Context: an optimization exercise on an open-source flow, tuned for small area. The choices shown serve that exercise and are no tape-out recipe.
The RTL was checked by simulation tests, not by an equivalence proof against the original design.
Power and IR drop assume default switching activity.

===== config.mk =====
export PLATFORM = sky130hd
export DESIGN_NAME = rx_descrambler
export DESIGN_NICKNAME = rx_descrambler
export VERILOG_FILES = /design/flow/design.v
export SDC_FILE = /design/flow/constraint.sdc
export NUM_CORES = 4
export LEC_CHECK = 0
export CAP_MARGIN = 20
export CORE_MARGIN = 2
export CORE_UTILIZATION = 40
export SLEW_MARGIN = 20
export SYNTH_HIERARCHICAL = 1
export SYNTH_MINIMUM_KEEP_SIZE = 0

===== constraint.sdc =====
create_clock -name core_clock -period 12.0 [get_ports {clk}]
set_input_delay 2.4000 -clock core_clock [delete_from_list [all_inputs] [get_ports {clk}]]
set_output_delay 2.4000 -clock core_clock [all_outputs]
set_load 0.01 [all_outputs]

===== design.v =====
module rx_descrambler (
	input  wire         clk,
	input  wire         rst_n,
	input  wire [2:0]   gen,
	input  wire         turn_off,
	input  wire [7:0]   rx_valid,
	input  wire [7:0]   rx_start_block,
	input  wire [23:0]  rx_status,
	input  wire [15:0]  rx_sync_header,
	input  wire [255:0] rx_data,
	input  wire [31:0]  rx_datak,
	output wire [7:0]   out_valid,
	output wire [15:0]  out_sync_header,
	output wire [255:0] out_data,
	output wire [31:0]  out_datak
);
	localparam [22:0] SEQ12 = 23'h0017ff;
	localparam [183:0] SEQ3 = {23'h58ea9c, 23'h27a1a0, 23'h7f4b3c, 23'h0f6d40, 23'h70267c, 23'h3c718c, 23'h4c57f0, 23'h14bd6c};
	wire mA = (gen == 3'd1);
	wire mB = (gen == 3'd2);
	wire mC = (gen == 3'd3);
	wire mD = (gen == 3'd4) | (gen == 3'd5);
	wire m12 = mA | mB;
	wire mAD = mA | mD;
	wire den0 = mA | mB | mC | mD;
	wire den1 = mB | mC;
	reg started;
	always @(posedge clk or negedge rst_n)
		if (!rst_n) started <= 1'b0;
		else started <= 1'b1;
	genvar i;
	generate
		for (i = 0; i < 8; i = i + 1) begin : lane
			reg [22:0] sq_n;	 
			reg [5:0] hq;
			reg df_q, ef_q, de_q;	 
			wire [22:0] sn_n;
			wire [5:0] hq_n;
			wire df_n, ef_n, de_n;
			always @(posedge clk)
				sq_n <= sn_n;
			always @(posedge clk or negedge rst_n)
				if (!rst_n) begin
					hq <= 6'h00;
					df_q <= 1'b0;
					ef_q <= 1'b0;
					de_q <= 1'b0;
				end else begin
					hq <= hq_n;
					df_q <= df_n;
					ef_q <= ef_n;
					de_q <= de_n;
				end
			rx_lane #(.SEQ3(SEQ3[23*i +: 23]), .SEQ12(SEQ12)) u (
				.started(started), .nstarted(~started), .turn_off(turn_off),
				.mA(mA), .mB(mB), .mC(mC), .mD(mD), .m12(m12), .mAD(mAD), .den0(den0), .den1(den1),
				.rx_valid(rx_valid[i]), .rx_start_block(rx_start_block[i]),
				.rx_status(rx_status[3*i +: 3]), .rx_sync_header(rx_sync_header[2*i +: 2]),
				.rx_data(rx_data[32*i +: 32]), .rx_datak(rx_datak[4*i +: 4]),
				.sq_n(sq_n), .hq(hq), .df_q(df_q), .ef_q(ef_q), .de_q(de_q),
				.sn_n(sn_n), .hq_n(hq_n), .df_n(df_n), .ef_n(ef_n), .de_n(de_n),
				.out_valid(out_valid[i]), .out_sync_header(out_sync_header[2*i +: 2]),
				.out_data(out_data[32*i +: 32]), .out_datak(out_datak[4*i +: 4]));
		end
	endgenerate
endmodule
module rx_lane #(parameter [22:0] SEQ3 = 23'h0, parameter [22:0] SEQ12 = 23'h0) (
	input  wire        started, nstarted,
	input  wire        turn_off,
	input  wire        mA, mB, mC, mD, m12, mAD, den0, den1,
	input  wire        rx_valid,
	input  wire        rx_start_block,
	input  wire [2:0]  rx_status,
	input  wire [1:0]  rx_sync_header,
	input  wire [31:0] rx_data,
	input  wire [3:0]  rx_datak,
	input  wire [22:0] sq_n,
	input  wire [5:0]  hq,
	input  wire        df_q, ef_q, de_q,
	output wire [22:0] sn_n,
	output wire [5:0]  hq_n,
	output wire        df_n, ef_n, de_n,
	output wire        out_valid,
	output wire [1:0]  out_sync_header,
	output wire [31:0] out_data,
	output wire [3:0]  out_datak
);
	wire z, nz, nzm, nzn;
	wire en2, en3, nen0, nen1, hs0, hs1, nden0, nden1, nden23;
	lane_ctl ctl(.turn_off(turn_off), .started(started), .mB(mB), .mC(mC), .m12(m12), .den0(den0), .den1(den1),
		.rx_valid(rx_valid), .rx_start_block(rx_start_block), .rx_status(rx_status), .rx_sync_header(rx_sync_header),
		.rx_data(rx_data), .rx_datak(rx_datak), .df_q(df_q), .ef_q(ef_q), .de_q(de_q), .hf_n(hp[9:7]),
		.df_n(df_n), .ef_n(ef_n), .de_n(de_n), .z(z), .nz(nz), .nzm(nzm), .nzn(nzn),
		.en2(en2), .en3(en3), .nen0(nen0), .nen1(nen1), .hs0(hs0), .hs1(hs1),
		.nden0(nden0), .nden1(nden1), .nden23(nden23),
		.out_valid(out_valid), .out_sync_header(out_sync_header), .out_datak(out_datak));
	wire [22:0] s;
	genvar j;
	generate
		for (j = 0; j < 23; j = j + 1) begin : gate
			localparam B3 = SEQ3[j];
			localparam B12 = (j < 16) ? SEQ12[j] : SEQ3[j];
			if (B3 == 1'b0 && B12 == 1'b0) begin : s00
				c_nor2 g(.a(sq_n[j]), .b(z), .y(s[j]));
			end else if (B3 == 1'b1 && B12 == 1'b1) begin : s11
				c_nand2 g(.a(sq_n[j]), .b(nz), .y(s[j]));
			end else if (B12 == 1'b1) begin : s10
				c_o21ai g(.a1(sq_n[j]), .a2(z), .b1(nzm), .y(s[j]));
			end else begin : s01
				c_o21ai g(.a1(sq_n[j]), .a2(z), .b1(nzn), .y(s[j]));
			end
		end
	endgenerate
	wire [54:0] o;	 
	wire [31:0] p;	 
	assign o[22:0] = s;
	assign p[15:0] = s[15:0];
	kstream ks(.s(s), .o(o[54:23]), .p(p[31:16]));
	generate
		for (j = 0; j < 8; j = j + 1) begin : nlo
			c_a222oi g(.a1(o[32+j]), .a2(mC), .b1(s[8+j]), .b2(mAD), .c1(p[16+j]), .c2(mB), .y(sn_n[j]));
		end
		for (j = 8; j < 16; j = j + 1) begin : nmid
			wire y1, n1;
			c_a222oi g1(.a1(o[32+j]), .a2(mC), .b1((j < 15) ? s[j+8] : o[23]), .b2(mD), .c1(p[16+j]), .c2(mB), .y(y1));
			c_nand2 g2(.a(p[8+j]), .b(mA), .y(n1));
			c_and2 g3(.a(y1), .b(n1), .y(sn_n[j]));
		end
		for (j = 16; j < 23; j = j + 1) begin : nhi
			c_a222oi g(.a1(o[32+j]), .a2(mC), .b1(o[j+8]), .b2(mD), .c1(hp[j-16]), .c2(m12), .y(sn_n[j]));
		end
	endgenerate
	wire [15:0] h, hp;
	generate
		for (j = 0; j < 7; j = j + 1) begin : hs
			c_nor2 g(.a(sq_n[16+j]), .b(nstarted), .y(h[j]));
		end
	endgenerate
	assign h[9:7] = {de_q, ef_q, df_q};
	assign h[15:10] = hq;
	assign hq_n = hp[15:10];
	hold_byte b0(.d(rx_data[7:0]), .o(o[7:0]), .h(h[7:0]), .hs(hs0), .nen(nen0), .nden(nden0), .h_n(hp[7:0]), .out(out_data[7:0]));
	hold_byte b1(.d(rx_data[15:8]), .o(o[15:8]), .h(h[15:8]), .hs(hs1), .nen(nen1), .nden(nden1), .h_n(hp[15:8]), .out(out_data[15:8]));
	key_byte b2(.d(rx_data[23:16]), .o(o[23:16]), .en(en2), .nden(nden23), .out(out_data[23:16]));
	key_byte b3(.d(rx_data[31:24]), .o(o[31:24]), .en(en3), .nden(nden23), .out(out_data[31:24]));
endmodule
module hold_byte (input wire [7:0] d, input wire [7:0] o, input wire [7:0] h, input wire hs, input wire nen, input wire nden,
	output wire [7:0] h_n, output wire [7:0] out);
	genvar j;
	generate
		for (j = 0; j < 8; j = j + 1) begin : b
			wire kn, ke, x;
			c_mux2i g1(.a0(o[j]), .a1(h[j]), .s(hs), .y(kn));
			c_inv g2(.a(kn), .y(h_n[j]));
			c_nor2 g3(.a(kn), .b(nen), .y(ke));
			c_xnor2 g4(.a(d[j]), .b(ke), .y(x));
			c_nor2 g5(.a(x), .b(nden), .y(out[j]));
		end
	endgenerate
endmodule
module key_byte (input wire [7:0] d, input wire [7:0] o, input wire en, input wire nden, output wire [7:0] out);
	genvar j;
	generate
		for (j = 0; j < 8; j = j + 1) begin : b
			wire ken, x;
			c_nand2 g1(.a(o[j]), .b(en), .y(ken));
			c_xor2 g2(.a(d[j]), .b(ken), .y(x));
			c_nor2 g3(.a(x), .b(nden), .y(out[j]));
		end
	endgenerate
endmodule
module lane_ctl (
	input  wire        turn_off, started, mB, mC, m12, den0, den1,
	input  wire        rx_valid,
	input  wire        rx_start_block,
	input  wire [2:0]  rx_status,
	input  wire [1:0]  rx_sync_header,
	input  wire [31:0] rx_data,
	input  wire [3:0]  rx_datak,
	input  wire        df_q, ef_q, de_q,
	input  wire [2:0]  hf_n,	 
	output wire        df_n, ef_n, de_n,
	output wire        z, nz, nzm, nzn,
	output wire        en2, en3, nen0, nen1,
	output wire        hs0, hs1,
	output wire        nden0, nden1, nden23,
	output wire        out_valid,
	output wire [1:0]  out_sync_header,
	output wire [3:0]  out_datak
);
	localparam [7:0] COM = 8'hBC, SKP = 8'h1C, TS1 = 8'h1E, TS2 = 8'h2D, EIEOS = 8'h00;
	wire [1:0] sh = rx_start_block ? rx_sync_header : 2'b00;
	assign out_valid = (rx_status == 3'd0) & rx_valid;
	assign out_sync_header = sh;
	assign out_datak = rx_datak & {mC, mC, den1, den0};
	assign nden0 = ~den0;
	assign nden1 = ~den1;
	assign nden23 = ~mC;
	wire [7:0] d0 = rx_data[7:0], d1 = rx_data[15:8], d2 = rx_data[23:16], d3 = rx_data[31:24];
	wire com = (d0 == COM) | (mB & (d1 == COM));
	wire pr12 = turn_off | com;
	assign hs0 = m12 & ~turn_off & (d0 == SKP);
	assign hs1 = m12 & ~turn_off & (d1 == SKP);
	wire [3:0] t1 = {mC & (d3 == TS1), mC & (d2 == TS1), mC & (d1 == TS1), d0 == TS1};
	wire [3:0] t2 = {mC & (d3 == TS2), mC & (d2 == TS2), mC & (d1 == TS2), d0 == TS2};
	wire any1 = |t1, any2 = |t2;
	wire eie = (d0 == EIEOS) | (mC & ((d1 == EIEOS) | (d2 == EIEOS) | (d3 == EIEOS)));
	wire isOs = (sh == 2'b10);
	wire isData = (sh == 2'b01) | ((sh[1] == sh[0]) & df_q);
	wire isIn = ~isOs & ~isData;
	wire [3:0] de = isData ? 4'hF :
	                isIn ? {4{de_q}} :
	                any1 ? ~t1 : any2 ? ~t2 : 4'h0;
	wire ef3 = isOs ? (~any1 & ~any2 & eie) : (isIn & ef_q);
	wire pr3 = isIn & ef_q;
	wire df3 = (sh == 2'b01) | (df_q & ~isOs);
	assign df_n = m12 ? hf_n[0] : df3;
	assign ef_n = m12 ? hf_n[1] : ef3;
	assign de_n = m12 ? hf_n[2] : |de;
	wire pr = m12 ? pr12 : pr3;
	assign z = pr | ~started;
	assign nz = ~z;
	assign nzm = ~(z & m12);
	assign nzn = ~(z & ~m12);
	wire [3:0] en = m12 ? (~rx_datak & {4{~turn_off}}) : de;
	assign en2 = en[2];
	assign en3 = en[3];
	assign nen0 = ~en[0];
	assign nen1 = ~en[1];
endmodule
module kstream (input wire [22:0] s, output wire [54:23] o, output wire [31:16] p);
	wire [158:0] x;
	c_xor2 g0 (.a(s[0]), .b(s[5]), .y(x[0]));
	c_xor2 g1 (.a(s[1]), .b(s[6]), .y(x[1]));
	c_xor2 g2 (.a(s[7]), .b(s[8]), .y(x[2]));
	c_xor2 g3 (.a(s[9]), .b(s[21]), .y(x[3]));
	c_xor2 g4 (.a(s[10]), .b(s[22]), .y(x[4]));
	c_xor2 g5 (.a(s[11]), .b(x[0]), .y(x[5]));
	c_xor2 g6 (.a(s[12]), .b(x[1]), .y(x[6]));
	c_xor2 g7 (.a(s[3]), .b(s[15]), .y(x[7]));
	c_xor2 g8 (.a(s[14]), .b(x[3]), .y(x[8]));
	c_xor2 g9 (.a(s[18]), .b(x[2]), .y(x[9]));
	c_xor2 g10 (.a(s[13]), .b(s[17]), .y(x[10]));
	c_xor2 g11 (.a(s[2]), .b(s[7]), .y(x[11]));
	c_xor2 g12 (.a(s[4]), .b(s[14]), .y(x[12]));
	c_xor2 g13 (.a(s[15]), .b(s[19]), .y(x[13]));
	c_xor2 g14 (.a(s[12]), .b(s[16]), .y(x[14]));
	c_xor2 g15 (.a(s[5]), .b(s[8]), .y(x[15]));
	c_xor2 g16 (.a(x[4]), .b(x[5]), .y(x[16]));
	c_xor2 g17 (.a(s[4]), .b(s[5]), .y(x[17]));
	c_xor2 g18 (.a(x[4]), .b(x[7]), .y(x[18]));
	c_xor2 g19 (.a(s[6]), .b(s[11]), .y(x[19]));
	c_xor2 g20 (.a(s[16]), .b(x[6]), .y(x[20]));
	c_xor2 g21 (.a(s[16]), .b(x[0]), .y(x[21]));
	c_xor2 g22 (.a(s[2]), .b(x[8]), .y(x[22]));
	c_xor2 g23 (.a(s[3]), .b(x[5]), .y(x[23]));
	c_xor2 g24 (.a(s[1]), .b(x[11]), .y(x[24]));
	c_xor2 g25 (.a(s[2]), .b(x[16]), .y(x[25]));
	c_xor2 g26 (.a(s[7]), .b(x[8]), .y(x[26]));
	c_xor2 g27 (.a(s[20]), .b(s[21]), .y(x[27]));
	c_xor2 g28 (.a(s[17]), .b(x[1]), .y(x[28]));
	c_xor2 g29 (.a(s[4]), .b(s[13]), .y(x[29]));
	c_xor2 g30 (.a(s[19]), .b(s[20]), .y(x[30]));
	c_xor2 g31 (.a(s[0]), .b(x[6]), .y(x[31]));
	c_xor2 g32 (.a(s[2]), .b(s[8]), .y(x[32]));
	c_xor2 g33 (.a(s[6]), .b(x[2]), .y(x[33]));
	c_xor2 g34 (.a(x[10]), .b(x[15]), .y(x[34]));
	c_xor2 g35 (.a(s[9]), .b(x[28]), .y(x[35]));
	c_xor2 g36 (.a(s[0]), .b(s[13]), .y(x[36]));
	c_xor2 g37 (.a(s[9]), .b(x[7]), .y(x[37]));
	c_xor2 g38 (.a(s[10]), .b(s[14]), .y(x[38]));
	c_xor2 g39 (.a(x[13]), .b(x[17]), .y(x[39]));
	c_xor2 g40 (.a(s[9]), .b(s[10]), .y(x[40]));
	c_xor2 g41 (.a(s[22]), .b(x[2]), .y(x[41]));
	c_xor2 g42 (.a(x[3]), .b(x[4]), .y(x[42]));
	c_xor2 g43 (.a(s[18]), .b(x[12]), .y(x[43]));
	c_xor2 g44 (.a(s[7]), .b(s[10]), .y(x[44]));
	c_xor2 g45 (.a(s[8]), .b(s[11]), .y(x[45]));
	c_xor2 g46 (.a(x[6]), .b(x[27]), .y(x[46]));
	c_xor2 g47 (.a(s[21]), .b(x[21]), .y(x[47]));
	c_xor2 g48 (.a(s[3]), .b(x[0]), .y(x[48]));
	c_xor2 g49 (.a(s[10]), .b(x[9]), .y(x[49]));
	c_xor2 g50 (.a(s[22]), .b(x[6]), .y(x[50]));
	c_xor2 g51 (.a(s[22]), .b(x[35]), .y(x[51]));
	c_xor2 g52 (.a(x[9]), .b(x[23]), .y(x[52]));
	c_xor2 g53 (.a(s[18]), .b(x[26]), .y(x[53]));
	c_xor2 g54 (.a(x[7]), .b(x[31]), .y(x[54]));
	c_xor2 g55 (.a(s[20]), .b(x[14]), .y(x[55]));
	c_xor2 g56 (.a(s[12]), .b(s[13]), .y(x[56]));
	c_xor2 g57 (.a(s[11]), .b(s[19]), .y(x[57]));
	c_xor2 g58 (.a(x[9]), .b(x[13]), .y(x[58]));
	c_xor2 g59 (.a(s[3]), .b(x[12]), .y(x[59]));
	c_xor2 g60 (.a(s[4]), .b(x[47]), .y(x[60]));
	c_xor2 g61 (.a(s[13]), .b(x[24]), .y(x[61]));
	c_xor2 g62 (.a(x[1]), .b(x[2]), .y(x[62]));
	c_xor2 g63 (.a(x[57]), .b(x[62]), .y(x[63]));
	c_xor2 g64 (.a(s[22]), .b(x[52]), .y(x[64]));
	c_xor2 g65 (.a(x[15]), .b(x[40]), .y(x[65]));
	c_xor2 g66 (.a(s[3]), .b(x[38]), .y(x[66]));
	c_xor2 g67 (.a(x[15]), .b(x[51]), .y(x[67]));
	c_xor2 g68 (.a(s[15]), .b(x[12]), .y(x[68]));
	c_xor2 g69 (.a(s[6]), .b(s[17]), .y(x[69]));
	c_xor2 g70 (.a(s[4]), .b(s[9]), .y(x[70]));
	c_xor2 g71 (.a(x[25]), .b(x[68]), .y(x[71]));
	c_xor2 g72 (.a(x[22]), .b(x[29]), .y(x[72]));
	c_xor2 g73 (.a(x[10]), .b(x[24]), .y(x[73]));
	c_xor2 g74 (.a(x[2]), .b(x[70]), .y(x[74]));
	c_xor2 g75 (.a(x[17]), .b(x[37]), .y(x[75]));
	c_xor2 g76 (.a(x[39]), .b(x[50]), .y(x[76]));
	c_xor2 g77 (.a(s[6]), .b(x[0]), .y(x[77]));
	c_xor2 g78 (.a(s[20]), .b(x[34]), .y(x[78]));
	c_xor2 g79 (.a(x[11]), .b(x[75]), .y(x[79]));
	c_xor2 g80 (.a(s[3]), .b(x[33]), .y(x[80]));
	c_xor2 g81 (.a(x[16]), .b(x[55]), .y(x[81]));
	c_xor2 g82 (.a(x[14]), .b(x[39]), .y(x[82]));
	c_xor2 g83 (.a(x[10]), .b(x[25]), .y(x[83]));
	c_xor2 g84 (.a(x[32]), .b(x[59]), .y(x[84]));
	c_xor2 g85 (.a(s[14]), .b(x[10]), .y(x[85]));
	c_xor2 g86 (.a(s[16]), .b(x[78]), .y(x[86]));
	c_xor2 g87 (.a(s[11]), .b(x[44]), .y(x[87]));
	c_xor2 g88 (.a(x[3]), .b(x[77]), .y(x[88]));
	c_xor2 g89 (.a(x[20]), .b(x[83]), .y(x[89]));
	c_xor2 g90 (.a(x[14]), .b(x[29]), .y(x[90]));
	c_xor2 g91 (.a(x[18]), .b(x[26]), .y(x[91]));
	c_xor2 g92 (.a(x[50]), .b(x[58]), .y(x[92]));
	c_xor2 g93 (.a(x[1]), .b(x[84]), .y(x[93]));
	c_xor2 g94 (.a(s[9]), .b(x[24]), .y(x[94]));
	c_xor2 g95 (.a(x[21]), .b(x[42]), .y(x[95]));
	c_xor2 g96 (.a(x[46]), .b(x[85]), .y(x[96]));
	c_xor2 g97 (.a(x[90]), .b(x[94]), .y(x[97]));
	c_xor2 g98 (.a(x[13]), .b(x[89]), .y(x[98]));
	c_xor2 g99 (.a(x[5]), .b(x[12]), .y(x[99]));
	c_xor2 g100 (.a(x[5]), .b(x[22]), .y(x[100]));
	c_xor2 g101 (.a(s[8]), .b(x[25]), .y(x[101]));
	c_xor2 g102 (.a(x[53]), .b(x[69]), .y(x[102]));
	c_xor2 g103 (.a(x[5]), .b(x[41]), .y(x[103]));
	c_xor2 g104 (.a(s[13]), .b(x[38]), .y(x[104]));
	c_xor2 g105 (.a(x[34]), .b(x[66]), .y(x[105]));
	c_xor2 g106 (.a(s[13]), .b(x[58]), .y(x[106]));
	c_xor2 g107 (.a(s[9]), .b(s[14]), .y(x[107]));
	c_xor2 g108 (.a(x[19]), .b(x[86]), .y(x[108]));
	c_xor2 g109 (.a(x[56]), .b(x[107]), .y(x[109]));
	c_xor2 g110 (.a(x[10]), .b(x[63]), .y(x[110]));
	c_xor2 g111 (.a(x[45]), .b(x[54]), .y(x[111]));
	c_xor2 g112 (.a(x[20]), .b(x[22]), .y(x[112]));
	c_xor2 g113 (.a(x[28]), .b(x[101]), .y(x[113]));
	c_xor2 g114 (.a(s[4]), .b(x[48]), .y(x[114]));
	c_xor2 g115 (.a(x[18]), .b(x[46]), .y(x[115]));
	c_xor2 g116 (.a(s[3]), .b(x[51]), .y(x[116]));
	c_xor2 g117 (.a(s[12]), .b(x[87]), .y(x[117]));
	c_xor2 g118 (.a(x[36]), .b(x[91]), .y(x[118]));
	c_xor2 g119 (.a(s[21]), .b(x[43]), .y(x[119]));
	c_xor2 g120 (.a(s[1]), .b(x[71]), .y(x[120]));
	c_xor2 g121 (.a(x[20]), .b(x[64]), .y(x[121]));
	c_xor2 g122 (.a(x[57]), .b(x[67]), .y(x[122]));
	c_xor2 g123 (.a(s[15]), .b(x[95]), .y(x[123]));
	c_xor2 g124 (.a(x[72]), .b(x[92]), .y(x[124]));
	c_xor2 g125 (.a(x[7]), .b(x[99]), .y(x[125]));
	c_xor2 g126 (.a(s[1]), .b(x[41]), .y(x[126]));
	c_xor2 g127 (.a(x[23]), .b(x[119]), .y(x[127]));
	c_xor2 g128 (.a(x[8]), .b(x[126]), .y(x[128]));
	c_xor2 g129 (.a(x[19]), .b(x[43]), .y(x[129]));
	c_xor2 g130 (.a(x[30]), .b(x[118]), .y(x[130]));
	c_xor2 g131 (.a(s[2]), .b(x[105]), .y(x[131]));
	c_xor2 g132 (.a(s[20]), .b(x[120]), .y(x[132]));
	c_xor2 g133 (.a(s[5]), .b(x[11]), .y(x[133]));
	c_xor2 g134 (.a(s[12]), .b(x[102]), .y(x[134]));
	c_xor2 g135 (.a(x[4]), .b(x[106]), .y(x[135]));
	c_xor2 g136 (.a(x[37]), .b(x[129]), .y(x[136]));
	c_xor2 g137 (.a(x[27]), .b(x[36]), .y(x[137]));
	c_xor2 g138 (.a(x[52]), .b(x[96]), .y(x[138]));
	c_xor2 g139 (.a(x[48]), .b(x[61]), .y(x[139]));
	c_xor2 g140 (.a(x[33]), .b(x[137]), .y(x[140]));
	c_xor2 g141 (.a(x[32]), .b(x[47]), .y(x[141]));
	c_xor2 g142 (.a(s[15]), .b(x[104]), .y(x[142]));
	c_xor2 g143 (.a(x[49]), .b(x[88]), .y(x[143]));
	c_xor2 g144 (.a(x[3]), .b(x[121]), .y(x[144]));
	c_xor2 g145 (.a(x[49]), .b(x[60]), .y(x[145]));
	c_xor2 g146 (.a(x[55]), .b(x[143]), .y(x[146]));
	c_xor2 g147 (.a(x[30]), .b(x[100]), .y(x[147]));
	c_xor2 g148 (.a(x[19]), .b(x[40]), .y(x[148]));
	c_xor2 g149 (.a(x[44]), .b(x[82]), .y(x[149]));
	c_xor2 g150 (.a(s[0]), .b(x[112]), .y(x[150]));
	c_xor2 g151 (.a(s[6]), .b(x[133]), .y(x[151]));
	c_xor2 g152 (.a(x[42]), .b(x[110]), .y(x[152]));
	c_xor2 g153 (.a(x[45]), .b(x[56]), .y(x[153]));
	c_xor2 g154 (.a(x[53]), .b(x[81]), .y(x[154]));
	c_xor2 g155 (.a(x[29]), .b(x[103]), .y(x[155]));
	c_xor2 g156 (.a(x[18]), .b(x[73]), .y(x[156]));
	c_xor2 g157 (.a(s[21]), .b(x[113]), .y(x[157]));
	c_xor2 g158 (.a(x[1]), .b(x[17]), .y(x[158]));
	assign o[23] = x[141];
	assign o[24] = x[116];
	assign o[25] = x[145];
	assign o[26] = x[122];
	assign o[27] = x[146];
	assign o[28] = x[152];
	assign o[29] = x[154];
	assign o[30] = x[98];
	assign o[31] = x[138];
	assign o[32] = x[124];
	assign o[33] = x[130];
	assign o[34] = x[132];
	assign o[35] = x[111];
	assign o[36] = x[97];
	assign o[37] = x[131];
	assign o[38] = x[136];
	assign o[39] = x[149];
	assign o[40] = x[108];
	assign o[41] = x[134];
	assign o[42] = x[135];
	assign o[43] = x[147];
	assign o[44] = x[115];
	assign o[45] = x[155];
	assign o[46] = x[150];
	assign o[47] = x[156];
	assign o[48] = x[127];
	assign o[49] = x[76];
	assign o[50] = x[140];
	assign o[51] = x[128];
	assign o[52] = x[123];
	assign o[53] = x[157];
	assign o[54] = x[144];
	assign p[16] = x[114];
	assign p[17] = x[158];
	assign p[18] = x[151];
	assign p[19] = x[80];
	assign p[20] = x[74];
	assign p[21] = x[65];
	assign p[22] = x[148];
	assign p[23] = x[117];
	assign p[24] = x[153];
	assign p[25] = x[109];
	assign p[26] = x[142];
	assign p[27] = x[125];
	assign p[28] = x[54];
	assign p[29] = x[139];
	assign p[30] = x[93];
	assign p[31] = x[79];
endmodule
module c_inv   (input wire a, output wire y); assign y = ~a; endmodule
module c_nand2 (input wire a, input wire b, output wire y); assign y = ~(a & b); endmodule
module c_nor2  (input wire a, input wire b, output wire y); assign y = ~(a | b); endmodule
module c_and2  (input wire a, input wire b, output wire y); assign y = a & b; endmodule
module c_xor2  (input wire a, input wire b, output wire y); assign y = a ^ b; endmodule
module c_xnor2 (input wire a, input wire b, output wire y); assign y = ~(a ^ b); endmodule
module c_mux2i (input wire a0, input wire a1, input wire s, output wire y); assign y = ~(s ? a1 : a0); endmodule
module c_o21ai (input wire a1, input wire a2, input wire b1, output wire y); assign y = ~((a1 | a2) & b1); endmodule
module c_a222oi (input wire a1, input wire a2, input wire b1, input wire b2, input wire c1, input wire c2, output wire y);
	assign y = ~((a1 & a2) | (b1 & b2) | (c1 & c2));
endmodule

===== run.sh =====
#!/bin/bash
# synth_recipe.tcl (not shown) runs the flow's synth.tcl, then flattens the netlist and writes it again
# the make line also repeats each setting of config.mk as NAME=value (left out here)
make -C /OpenROAD-flow-scripts/flow DESIGN_CONFIG=/design/flow/config.mk WORK_HOME=/design/flow/orfs CLKGATE_MAP_FILE= SYNTH_SCRIPT=/design/flow/synth_recipe.tcl finish

==> results of run 1 <==
==> per-module statistics from Yosys (local to each module, per instance), a selection <==
module,flops+latches,copies in the design,cell area [µm²],cells inside
rx_descrambler,257,1,5590,270
lane_ctl,0,8,668,100
c_mux2i,0,128,10.0,1
c_a222oi,0,184,10.0,1
c_xor2,0,1400,8.76,1
c_and2,0,64,6.26,1
==> logic make-up after synthesis <==
kind of cell / Yosys count
DFF: 257
buffers and inverters: 601
other: 1
and+or+nand+nor: 1315
muxes: 128
AOI/OAI and AO/OA: 455
xor gates and xnor gates: 1529
adders and majority gates: 16
==> path summary, 6_finish.rpt <==
check	from	end	slack [ns]	depth (start not counted)
worst min-delay path	lane[0].hq[4]	lane[0].hq[4]	0.48	2
min in group asynchronous	rst_n	lane[2].df_q	1.89	1
worst max-delay path	gen[1]	out_data[91]	0.95	20
worst max register to register	lane[1].df_q	lane[1].sq_n[14]	7.33	13
worst min register to register	lane[0].hq[4]	lane[0].hq[4]	0.48	2
max in group asynchronous	rst_n	lane[0].hq[4]	9.03	2
==> stage by stage <==
stage | hold WS [ns] | util (%) | worst slack (ns) | std cells | total power, mW
after floorplan | 0.451 | - | 0.205 | 4302 | 9.86
final | 0.481 | 49.4 | 0.952 | 5940 | 10.6
after global placement | 0.466 | 47.9 | 1.08 | 5867 | 9.31
after detailed placement | 0.472 | 47.9 | 1.11 | 5867 | 9.26
after global routing | 0.505 | 49.4 | 0.618 | 5938 | 11.3
after CTS | 0.486 | 49.4 | 1.09 | 5935 | 10.5
==> report_power, final <==
group          switching [mW]  internal (mW)  leakage (nW)
logic                    5.05           3.12          14.4
registers               0.138           1.19          2.41
clock network           0.448          0.685         0.594
==> layer usage <==
| metal | up-vias | wire [µm] | part of all wire, % | global-route usage, % |
|---|---|---|---|---|
| li1 | 15236 | - | - | - |
| met1 | 15990 | 61000 | 43 | 40.8 |
| met2 | 1805 | 64000 | 45 | 49.1 |
| met3 | 275 | 11900 | 8.3 | 4.86 |
| met4 | 0 | 5430 | 3.8 | 11.5 |
| met5 | - | 0 | 0 | 0 |
==> placed cells by master, fill, tap and decap left out, types with 24 or more instances in the layout <==
| cell | instances |
|---|---|
| xor2_1 | 1400 |
| clkdlybuf4s50_1 | 659 |
| nor2_1 | 537 |
| nand2_1 | 338 |
| inv_1 | 208 |
| a222oi_1 | 184 |
| dfxtp_1 | 184 |
| buf_4 | 148 |
| xnor2_1 | 129 |
| mux2i_1 | 128 |
| o21ai_1 | 82 |
| and2_1 | 80 |
| dfrtp_1 | 73 |
| nor4_1 | 64 |
| clkbuf_16 | 39 |
| o21ai_0 | 36 |
| a21oi_1 | 32 |
| nand3_1 | 24 |
| and2_2 | 24 |
| nand4b_1 | 24 |
==> sequential cells by signal, summed over array words and instances (netlist names) <==
register and cells:
lane.ef_q 8, started 1, lane.sq_n 184, lane.de_q 8, lane.hq 48, lane.df_q 8
==> cell type report <==
type,instances,area (µm²)
well taps,1144,1430
inverters,209,785
fillers,8457,43100
clock buffers,51,1060
clock inverters,17,179
diodes,5,12.5
multi-input cells,3444,25300
repair buffers,813,7810
flip-flops and latches,257,5510
==> worst max-delay path: cells and delay by family <==
| kind | cells | cell delay, ns |
|---|---|---|
| AO/OA/AOI/OAI | 2 | 0.33 |
| AND/OR/NAND/NOR | 6 | 1.33 |
| buffers and inverters | 5 | 2.13 |
| XOR/XNOR | 7 | 2.41 |
==> parameters.txt, run 1 <==
Parameter                              Value

Synth
  Share of synthesized cell area in and, or, nand and nor gates    19.3%
  Most common cell in the netlist    xor2_1
  Cell count after synthesis    4302
  Number of enable-type register cells in the synthesized netlist    0
  Post-Synthesis Cell Area    34400 µm²
  Post-Synthesis Net Count    4668
  Post-synthesis compound-gate area fraction    10.6%
  Post-synthesis area per instance    7.99 µm²
  Yosys top cell by area    xor2_1
  Fraction of synthesized cell area taken by the top area cell type    35.7%
  Number of unique standard cell types used by synthesis    55
  Proportion of synthesized area in mux cells    3.73%
  Flip-flop and latch count after synthesis    257
  Most common library cells after synthesis    1400 x xor2_1, 539 x nor2_1, 384 x buf_4, 338 x nand2_1, 209 x inv_1
  Yosys warning count    7
  Sequential area share after synthesis    16.0%
  Dominant register cell in the synthesized netlist    dfxtp_1
  Top cells by area in the synthesized netlist    xor2_1 36%, dfxtp_1 11%, buf_4 8.4%
  Xor/xnor cell area share of the yosys netlist    39.0%
  Asr flop ratio synth    28.4%
  Share of synthesized cell area in full adder, half adder and majority cells    0.583%
  Largest family of logic cells by synthesized area    XOR/XNOR gates

Worst hold path
  Kind of path behind the tightest hold check    flip-flop to flip-flop

Worst setup path
  Crit path capture type    output port
  Category of the critical setup timing path    input pin to output port
  Most Frequent Cell on Critical Path    xor2_1
  Worst-path maximum fanout    47
  Worst Path Arrival    8.65 ns
  List of cells traversed by the critical path    clkdlybuf4s50_1 > xnor2_1 > nor2_4 > buf_12 > nand2b_1 > a41o_1 > nor2_1 > o21ai_1 > buf_4 > inv_1 > nand2_1 > xor2_1 > xor2_1 > xor2_1 > xor2_1 > xor2_1 > nand2_1 > xor2_1 > nor2_1 > clkdlybuf4s50_1
  Peak per-stage delay on the critical path    0.80 ns
  Required time at the endpoint of the critical path    9.60 ns
  Critical path launch point type    input pin
  Critical path's slowest cell    xor2_1

Clocking
  Clock buffer count from CTS    37
  CTS clock-pin slew for the worst setup and hold paths    0.05 ns
  Clk sink count    257
  Post-CTS setup buffers    0
  CTS-repair resized insts    0
  Cts hold-fix bufs    0
  Clock tree from TritonCTS    built
  Max Buffers Root-to-Sink    3
  Insertion delay of the later-clocked pin in the worst-skew pair    0.56 ns
  Clock tree root buffer cell    clkbuf_16
  H-tree levels    2

Global route
  First-pass GRT wire length    210 mm
  GRT overflow    0
  Initial antenna violation count    4
  Via count of the first global-routing pass    32460
  All-Layer GR Usage    30.5%
  Pin count of the biggest net entering global routing    70

STA
  Relative slew slack    29.0%
  Worst Clk Skew    0.0141 ns
  Setup TNS    0 ns
  Max frequency    0.0905 GHz
  Final-report hold violation count    0
  RSZ-0062 raised after global routing    no
  Total count of max-transition violations in the final report    0
  Minimum period implied by the final worst setup slack    11.05 ns
  Part of the cycle the worst path needs    92.1%
  Slew @ Worst Pin    1.06 ns
  Final count of negative-setup-slack endpoints    0

Routing
  Routed via count divided by cell count    5.61
  First-iteration detailed-routing DRC count    4105
  Total wire length after detailed routing    142 mm
  Antenna Nets Post-Route    0
  DR vias    33306
  Final routed wire length divided by cell count    24.0 µm
  Number of iterations in the first detailed-routing pass    13
  DRC errors left    0

Die
  Area inside the core boundary    85100 µm²
  Top Ports    662
  Die span in x    297 µm
  Starting density of the core    40.4%
  Vertical die dimension    297 µm
  Num rows    107
  Die area    88300 µm²

Layout
  Area Overhead vs Synth    22.5%
  Proportion of layout cells with a drive suffix above 1    7.18%
  Final non-filler cell area    42100 µm²
  Total number of nets in the final design    5128

Job
  # Max-Cap Violations    0

Status
  Run status  timing/DRC/antenna clean

Pwr
  Largest vdd supply drop    0.000146 V
  Power density over cell area    253 nW/µm²
  Leakage component of the power    17.4 nW

Place
  Placed inst area    40800 µm²
  Detailed placement HPWL    111 mm
  I/O Buffers    661
  Global placement routability congestion    1.02
==> run 2: changes to the inputs <==
--- a/design.v
+++ b/design.v
@@ -25,4 +25,7 @@
 	wire den0 = mA | mB | mC | mD;
 	wire den1 = mB | mC;
+	wire nden0 = ~den0;
+	wire nden1 = ~den1;
+	wire nden23 = ~mC;
 	reg started;
 	always @(posedge clk or negedge rst_n)
@@ -54,5 +57,5 @@
 			rx_lane #(.SEQ3(SEQ3[23*i +: 23]), .SEQ12(SEQ12)) u (
 				.started(started), .nstarted(~started), .turn_off(turn_off),
-				.mA(mA), .mB(mB), .mC(mC), .mD(mD), .m12(m12), .mAD(mAD), .den0(den0), .den1(den1),
+				.mA(mA), .mB(mB), .mC(mC), .mD(mD), .m12(m12), .mAD(mAD), .den0(den0), .den1(den1), .nden0(nden0), .nden1(nden1), .nden23(nden23),
 				.rx_valid(rx_valid[i]), .rx_start_block(rx_start_block[i]),
 				.rx_status(rx_status[3*i +: 3]), .rx_sync_header(rx_sync_header[2*i +: 2]),
@@ -68,5 +71,5 @@
 	input  wire        started, nstarted,
 	input  wire        turn_off,
-	input  wire        mA, mB, mC, mD, m12, mAD, den0, den1,
+	input  wire        mA, mB, mC, mD, m12, mAD, den0, den1, nden0, nden1, nden23,
 	input  wire        rx_valid,
 	input  wire        rx_start_block,
@@ -87,11 +90,10 @@
 );
 	wire z, nz, nzm, nzn;
-	wire en2, en3, nen0, nen1, hs0, hs1, nden0, nden1, nden23;
+	wire en0, en1, en2, en3, hs0, hs1, nhs0, nhs1;
 	lane_ctl ctl(.turn_off(turn_off), .started(started), .mB(mB), .mC(mC), .m12(m12), .den0(den0), .den1(den1),
 		.rx_valid(rx_valid), .rx_start_block(rx_start_block), .rx_status(rx_status), .rx_sync_header(rx_sync_header),
 		.rx_data(rx_data), .rx_datak(rx_datak), .df_q(df_q), .ef_q(ef_q), .de_q(de_q), .hf_n(hp[9:7]),
 		.df_n(df_n), .ef_n(ef_n), .de_n(de_n), .z(z), .nz(nz), .nzm(nzm), .nzn(nzn),
-		.en2(en2), .en3(en3), .nen0(nen0), .nen1(nen1), .hs0(hs0), .hs1(hs1),
-		.nden0(nden0), .nden1(nden1), .nden23(nden23),
+		.en0(en0), .en1(en1), .en2(en2), .en3(en3), .hs0(hs0), .hs1(hs1), .nhs0(nhs0), .nhs1(nhs1),
 		.out_valid(out_valid), .out_sync_header(out_sync_header), .out_datak(out_datak));
 	wire [22:0] s;
@@ -140,20 +142,19 @@
 	assign h[15:10] = hq;
 	assign hq_n = hp[15:10];
-	hold_byte b0(.d(rx_data[7:0]), .o(o[7:0]), .h(h[7:0]), .hs(hs0), .nen(nen0), .nden(nden0), .h_n(hp[7:0]), .out(out_data[7:0]));
-	hold_byte b1(.d(rx_data[15:8]), .o(o[15:8]), .h(h[15:8]), .hs(hs1), .nen(nen1), .nden(nden1), .h_n(hp[15:8]), .out(out_data[15:8]));
+	hold_byte b0(.d(rx_data[7:0]), .o(o[7:0]), .h(h[7:0]), .hs(hs0), .nhs(nhs0), .en(en0), .nden(nden0), .h_n(hp[7:0]), .out(out_data[7:0]));
+	hold_byte b1(.d(rx_data[15:8]), .o(o[15:8]), .h(h[15:8]), .hs(hs1), .nhs(nhs1), .en(en1), .nden(nden1), .h_n(hp[15:8]), .out(out_data[15:8]));
 	key_byte b2(.d(rx_data[23:16]), .o(o[23:16]), .en(en2), .nden(nden23), .out(out_data[23:16]));
 	key_byte b3(.d(rx_data[31:24]), .o(o[31:24]), .en(en3), .nden(nden23), .out(out_data[31:24]));
 endmodule
-module hold_byte (input wire [7:0] d, input wire [7:0] o, input wire [7:0] h, input wire hs, input wire nen, input wire nden,
+module hold_byte (input wire [7:0] d, input wire [7:0] o, input wire [7:0] h, input wire hs, input wire nhs, input wire en, input wire nden,
 	output wire [7:0] h_n, output wire [7:0] out);
 	genvar j;
 	generate
 		for (j = 0; j < 8; j = j + 1) begin : b
-			wire kn, ke, x;
-			c_mux2i g1(.a0(o[j]), .a1(h[j]), .s(hs), .y(kn));
-			c_inv g2(.a(kn), .y(h_n[j]));
-			c_nor2 g3(.a(kn), .b(nen), .y(ke));
-			c_xnor2 g4(.a(d[j]), .b(ke), .y(x));
-			c_nor2 g5(.a(x), .b(nden), .y(out[j]));
+			wire ken, x;
+			c_a22o g1(.a1(h[j]), .a2(hs), .b1(o[j]), .b2(nhs), .y(h_n[j]));
+			c_nand2 g2(.a(h_n[j]), .b(en), .y(ken));
+			c_xor2 g3(.a(d[j]), .b(ken), .y(x));
+			c_nor2 g4(.a(x), .b(nden), .y(out[j]));
 		end
 	endgenerate
@@ -182,7 +183,6 @@
 	output wire        df_n, ef_n, de_n,
 	output wire        z, nz, nzm, nzn,
-	output wire        en2, en3, nen0, nen1,
-	output wire        hs0, hs1,
-	output wire        nden0, nden1, nden23,
+	output wire        en0, en1, en2, en3,
+	output wire        hs0, hs1, nhs0, nhs1,
 	output wire        out_valid,
 	output wire [1:0]  out_sync_header,
@@ -194,7 +194,4 @@
 	assign out_sync_header = sh;
 	assign out_datak = rx_datak & {mC, mC, den1, den0};
-	assign nden0 = ~den0;
-	assign nden1 = ~den1;
-	assign nden23 = ~mC;
 	wire [7:0] d0 = rx_data[7:0], d1 = rx_data[15:8], d2 = rx_data[23:16], d3 = rx_data[31:24];
 	wire com = (d0 == COM) | (mB & (d1 == COM));
@@ -202,4 +199,6 @@
 	assign hs0 = m12 & ~turn_off & (d0 == SKP);
 	assign hs1 = m12 & ~turn_off & (d1 == SKP);
+	assign nhs0 = ~hs0;
+	assign nhs1 = ~hs1;
 	wire [3:0] t1 = {mC & (d3 == TS1), mC & (d2 == TS1), mC & (d1 == TS1), d0 == TS1};
 	wire [3:0] t2 = {mC & (d3 == TS2), mC & (d2 == TS2), mC & (d1 == TS2), d0 == TS2};
@@ -223,9 +222,8 @@
 	assign nzm = ~(z & m12);
 	assign nzn = ~(z & ~m12);
-	wire [3:0] en = m12 ? (~rx_datak & {4{~turn_off}}) : de;
-	assign en2 = en[2];
-	assign en3 = en[3];
-	assign nen0 = ~en[0];
-	assign nen1 = ~en[1];
+	assign en0 = m12 ? (~rx_datak[0] & ~turn_off) : de[0];
+	assign en1 = m12 ? (~rx_datak[1] & ~turn_off) : de[1];
+	assign en2 = de[2];
+	assign en3 = de[3];
 endmodule
 module kstream (input wire [22:0] s, output wire [54:23] o, output wire [31:16] p);
@@ -445,4 +443,5 @@
 module c_xor2  (input wire a, input wire b, output wire y); assign y = a ^ b; endmodule
 module c_xnor2 (input wire a, input wire b, output wire y); assign y = ~(a ^ b); endmodule
+module c_a22o  (input wire a1, input wire a2, input wire b1, input wire b2, output wire y); assign y = (a1 & a2) | (b1 & b2); endmodule
 module c_mux2i (input wire a0, input wire a1, input wire s, output wire y); assign y = ~(s ? a1 : a0); endmodule
 module c_o21ai (input wire a1, input wire a2, input wire b1, output wire y); assign y = ~((a1 | a2) & b1); endmodule
==> flow/run.sh (new file) <==
#!/bin/bash
# Layout flow: the standard flow (standard.sh, unchanged synthesis and
# steps) with the port buffers that global placement inserts made from the
# smallest buffer cell instead of ORFS's default choice.  Every input and
# output port still gets its own buffer.
set -euo pipefail
export BUFFER_PORTS_ARGS="-buffer_cell sky130_fd_sc_hd__buf_1"
bash standard.sh finish > flow_make.log 2>&1
==> standard.sh (new file) <==
#!/bin/bash
# synth_recipe.tcl (not shown) runs the flow's synth.tcl, then flattens the netlist and writes it again
# the make line also repeats each setting of config.mk as NAME=value (left out here)
make -C /OpenROAD-flow-scripts/flow DESIGN_CONFIG=/design/flow/config.mk WORK_HOME=/design/flow/orfs CLKGATE_MAP_FILE= SYNTH_SCRIPT=/design/flow/synth_recipe.tcl "${@:-finish}"
--- a/config.mk
+++ b/config.mk
@@ -9,4 +9,5 @@
 export CORE_MARGIN = 2
 export CORE_UTILIZATION = 40
+export CTS_BUF_LIST = sky130_fd_sc_hd__clkbuf_4 sky130_fd_sc_hd__clkbuf_8
 export SLEW_MARGIN = 20
 export SYNTH_HIERARCHICAL = 1
removed: run.sh
==> run 2 against run 1 <==
Net effect:
- flip-flop and latch count stayed put
- count of clock-buffer cells in the layout is 31 higher
- synthesized area is 1.1% lower
- routed wire length is 2.9% lower
- largest power group unchanged
==> parameters.txt, run 2 <==
Parameter                              Value

Routing
  Total wire length after detailed routing    138 mm (-2.9%)
  Final routed wire length divided by cell count    23.6 µm (-1.4%)
  DR vias    33650 (+1.0%)
  Routed via count divided by cell count    5.75 (+2.6%)
  DRC errors left    0 (unchanged)
  Antenna Nets Post-Route    0 (unchanged)
  Number of iterations in the first detailed-routing pass    10 (-3)
  First-iteration detailed-routing DRC count    4239 (+3.3%)

Worst setup path
  Worst-path maximum fanout    14 (-70%)
  List of cells traversed by the critical path    buf_1 > xnor2_1 > nor2_4 > buf_4 > inv_1 > nor2_1 > nand2_1 > a31oi_1 > o21ai_1 > nand2_1 > o21ai_1 > xor2_1 > xor2_1 > xor2_1 > xor2_1 > xor2_1 > xor2_1 > xor2_1 > nand2_1 > xor2_1 > nor2_1 > buf_1
  Most Frequent Cell on Critical Path    xor2_1
  Critical register-to-register path startpoint    lane[5].df_q
  FF-to-FF setup slack    6.60 ns (-0.73 ns)
  Critical path launch point type    input pin
  Number of cell instances on the worst register-to-register path    13 (unchanged)
  Crit path capture type    output port
  Critical path's slowest cell    o21ai_1
  Category of the critical setup timing path    input pin to output port
  Capture instance of the worst register-to-register path    lane[5].sq_n[21]
  Worst Path Arrival    8.62 ns (-0.03 ns)
  Required time at the endpoint of the critical path    9.60 ns (about the same)
  Peak per-stage delay on the critical path    0.83 ns (+0.03 ns)

Place
  Setup Slack @ Placement    1.06 ns (-0.0552 ns)
  Detailed placement HPWL    104 mm (-6.3%)
  I/O Buffers    661 (unchanged)
  Placed cell count    5731 (-2.3%)
  Placed inst area    35700 µm² (-12%)
  Global placement routability congestion    1.02 (about the same)

Synth
  Yosys top cell by area    xor2_1
  Post-synthesis compound-gate area fraction    14.1% (+3.5 points)
  Proportion of synthesized area in mux cells    0% (-3.7 points)
  Fraction of synthesized cell area taken by the top area cell type    39.4% (+3.7 points)
  Largest family of logic cells by synthesized area    XOR/XNOR gates
  Share of synthesized cell area in full adder, half adder and majority cells    0.589% (+0.0066 points)
  Asr flop ratio synth    28.4% (unchanged)
  Post-Synthesis Cell Area    34000 µm² (-1.1%)
  Number of enable-type register cells in the synthesized netlist    0 (unchanged)
  Yosys warning count    7 (unchanged)
  Cell count after synthesis    4226 (-1.8%)
  Sequential area share after synthesis    16.2% (+0.18 points)
  Flip-flop and latch count after synthesis    257 (unchanged)
  Post-Synthesis Net Count    4592 (-1.6%)
  Post-synthesis area per instance    8.04 µm² (+0.66%)
  Number of unique standard cell types used by synthesis    49 (-11%)
  Top cells by area in the synthesized netlist    xor2_1 39%, dfxtp_1 11%, buf_4 8.5%
  Most common library cells after synthesis    1528 x xor2_1, 507 x nand2_1, 428 x nor2_1, 384 x buf_4
  Xor/xnor cell area share of the yosys netlist    39.4% (+0.44 points)
  Share of synthesized cell area in and, or, nand and nor gates    19.8% (+0.50 points)
  Dominant register cell in the synthesized netlist    dfxtp_1
  Most common cell in the netlist    xor2_1

STA
  Total count of max-transition violations in the final report    0 (unchanged)
  Part of the cycle the worst path needs    91.8% (-0.25 points)
  Final-report hold violation count    0 (unchanged)
  RSZ-0062 raised after global routing    no
  Final worst setup slack    0.982 ns (+0.0304 ns)
  Slew @ Worst Pin    1.09 ns (+0.0390 ns)
  Relative slew slack    27.0% (-2.0 points)
  Worst Clk Skew    0.0529 ns (+0.0388 ns)
  Final count of negative-setup-slack endpoints    0 (unchanged)
  Minimum period implied by the final worst setup slack    11.02 ns (-0.0304 ns)
  Setup TNS    0 ns (unchanged)
  Max frequency    0.0908 GHz (+0.28%)

Layout
  Highest-count cells in the layout ignoring fill and taps    1528 x xor2_1, 659 x buf_1, 506 x nand2_1, 425 x nor2_1
  Area Overhead vs Synth    8.58%
  Top Registers    lane.sq_n: 184 flops, lane.hq: 48 flops
  Share of the core filled with cells    44.0% (-5.4 points)
  Final non-filler cell area    36900 µm² (-12%)
  Most common library cell in the layout ignoring fill and taps    xor2_1
  Count of non-filler cells in the finished layout    5849 (-1.5%)
  Max reg flops    184 (unchanged)
  Total number of nets in the final design    5015 (-2.2%)
  Register containing the most flip-flops in the final layout    lane.sq_n
  Proportion of layout cells with a drive suffix above 1    6.80% (-0.38 points)

Clocking
  CTS clock-pin slew for the worst setup and hold paths    0.07 ns (+0.02 ns)
  CTS-repair resized insts    0 (unchanged)
  Max Buffers Root-to-Sink    3 (unchanged)
  H-tree levels    2 (unchanged)
  Insertion delay of the later-clocked pin in the worst-skew pair    0.66 ns (+0.10 ns)
  Post-CTS setup buffers    0 (unchanged)
  Clk sink count    257 (unchanged)
  Clock tree from TritonCTS    built
  Clock buffer count from CTS    50 (+35%)
  Clock tree root buffer cell    clkbuf_8
  Cts hold-fix bufs    0 (unchanged)

Pwr
  Switching power    5.62 mW (-0.16%)
  Leakage component of the power    15.7 nW (-10%)
  Clock share of power    9.8% (-0.9 points)
  Power density over cell area    278 nW/µm² (+10%)
  Largest vdd supply drop    0.000143 V (-2.0%)
  Share of total power in sequential cells    13.0% (+0.5 points)
  Gate power share    77.2% (+0.3 points)
  Internal Dissipation    4.63 mW (-7.2%)
  Sw Share    54.8% (+1.8 points)

Global route
  All-Layer GR Usage    30.0% (-0.48 points)
  First-pass GRT wire length    201 mm (-4.1%)
  GRT overflow    0 (unchanged)
  Via count of the first global-routing pass    31817 (-2.0%)
  Initial antenna violation count    22 (+18)
  Pin count of the biggest net entering global routing    81 (+16%)

Die
  Area inside the core boundary    83800 µm² (-1.6%)
  Die area    87300 µm² (-1.1%)
  Starting density of the core    40.5% (+0.18 points)
  Top Ports    662 (unchanged)
  Num rows    106 (-0.93%)
  Vertical die dimension    295 µm (-0.55%)
  Die span in x    295 µm (-0.55%)

Job
  # Max-Cap Violations    0 (unchanged)

Worst hold path
  Hold Crit Endpoint    lane[2].hq[1]
  Worst Min Path Start    lane[2].hq[1]
  Cell depth of the worst min-delay path    1 (-1)
  Kind of path behind the tightest hold check    flip-flop to flip-flop

Status
  Run status  timing/DRC/antenna clean
==> run 2: worst max-delay path: cells and delay by family <==
family,cells,cell delay (ns)
buf+inv,4,1.06
compound gates,3,1.38
simple gates,6,1.00
xor+xnor,9,2.76
==> run 2: cells by family (layout without fill, tap and decap cells) <==
kind of cell / count (synthesis) / in the layout
AND/OR/NAND/NOR: 1364 / 1364
AO/OA/AOI/OAI: 592 / 592
XOR/XNOR: 1529 / 1529
flip-flops: 257 / 257
adder cells (fa/ha/maj): 16 / 16
other: 1 / 25
buffers and inverters: 467 / 932
==> run 2: per-layer routing <==
layer / vias to the layer above / routed length (µm) / track usage [%]
met3: 342 / 13300 / 6.41
met4: 4 / 7360 / 16.5
met5: - / 24 / 0
met1: 16159 / 57400 / 39.6
met2: 1924 / 60100 / 45.4
li1: 15221 / - / -
==> run 2: worst max-delay path by stage <==
stage,from,to,slack [ns],cells after the start
6_report,gen[1],out_data[190],0.98,22
4_1_cts,gen[1],out_data[30],1.07,20
3_3_place_gp,gen[1],out_data[190],1.18,22
5_1_grt,gen[1],out_data[190],0.62,22
2_1_floorplan,gen[1],out_data[158],0.03,19
3_5_place_dp,gen[1],out_data[30],1.06,20
==> run 2: power by group through the flow <==
| stage | Sequential, mW | Combinational (mW) | Clock (mW) |
|---|---|---|---|
| after floorplan | 1.29 | 8.65 | 0 |
| after global placement | 1.35 | 7.68 | 0 |
| after detailed placement | 1.34 | 7.64 | 0 |
| after CTS | 1.33 | 7.71 | 1.04 |
| after global routing | 1.36 | 8.44 | 1.07 |
| final | 1.33 | 7.92 | 1.01 |
==> run 2: layout make-up <==
class                   instances  area, µm²
fillers                      8833      46900
multi-input cells            3502      25200
flip-flops and latches        257       5510
repair buffers                772       3340
well taps                    1134       1420
clock buffers                  82        997
inverters                      66        249
clock inverters                12        121
diodes                         24       60.1
==> run 2: Yosys stat by module, one instance, submodules excluded, excerpt <==
module / flip-flops and latches / times used
c_a22o: 0 / 128
c_a222oi: 0 / 184
c_o21ai: 0 / 70
c_and2: 0 / 64
c_nor2: 0 / 352
lane_ctl: 0 / 8
c_nand2: 0 / 394
rx_descrambler: 257 / 1
c_xor2: 0 / 1528
kstream: 0 / 8
==> run 2: stage by stage <==
stage	hold slack [ns]	total power, mW
global placement	0.495	9.04
CTS	0.512	10.1
finish	0.513	10.3
detailed placement	0.494	8.98
floorplan	0.478	9.93
global route	0.526	10.9

separate check: timing with driven ports:
The flow's constraints put no driver on any port. The routed layouts listed below were extracted and timed again, unchanged, in two steps. Step 1: set_driving_cell puts a clkbuf_16 on clk and a buf_2 on each other input, an assumption about the parent block. Step 2 times the ports against the registers' clock, not the clock port: input delays grow and output delays shrink by t, the midpoint of the rising clock arrivals with the driver on. Slacks: ideal / step 1 / step 2; pairs: ideal / step 1.
run | shift t [ns] | setup WS [ns] | pins driven straight from the clock port
run 1 | 0.619 | 0.952 / 0.922 / 0.922 | 1
run 2 | 0.704 | 0.982 / 0.935 / 0.935 | 1
After both steps setup and hold are still met in every run listed. For run 2, which loses most, drivers alone change the setup slack by -0.047 ns; drivers and shift together by -0.047 ns.
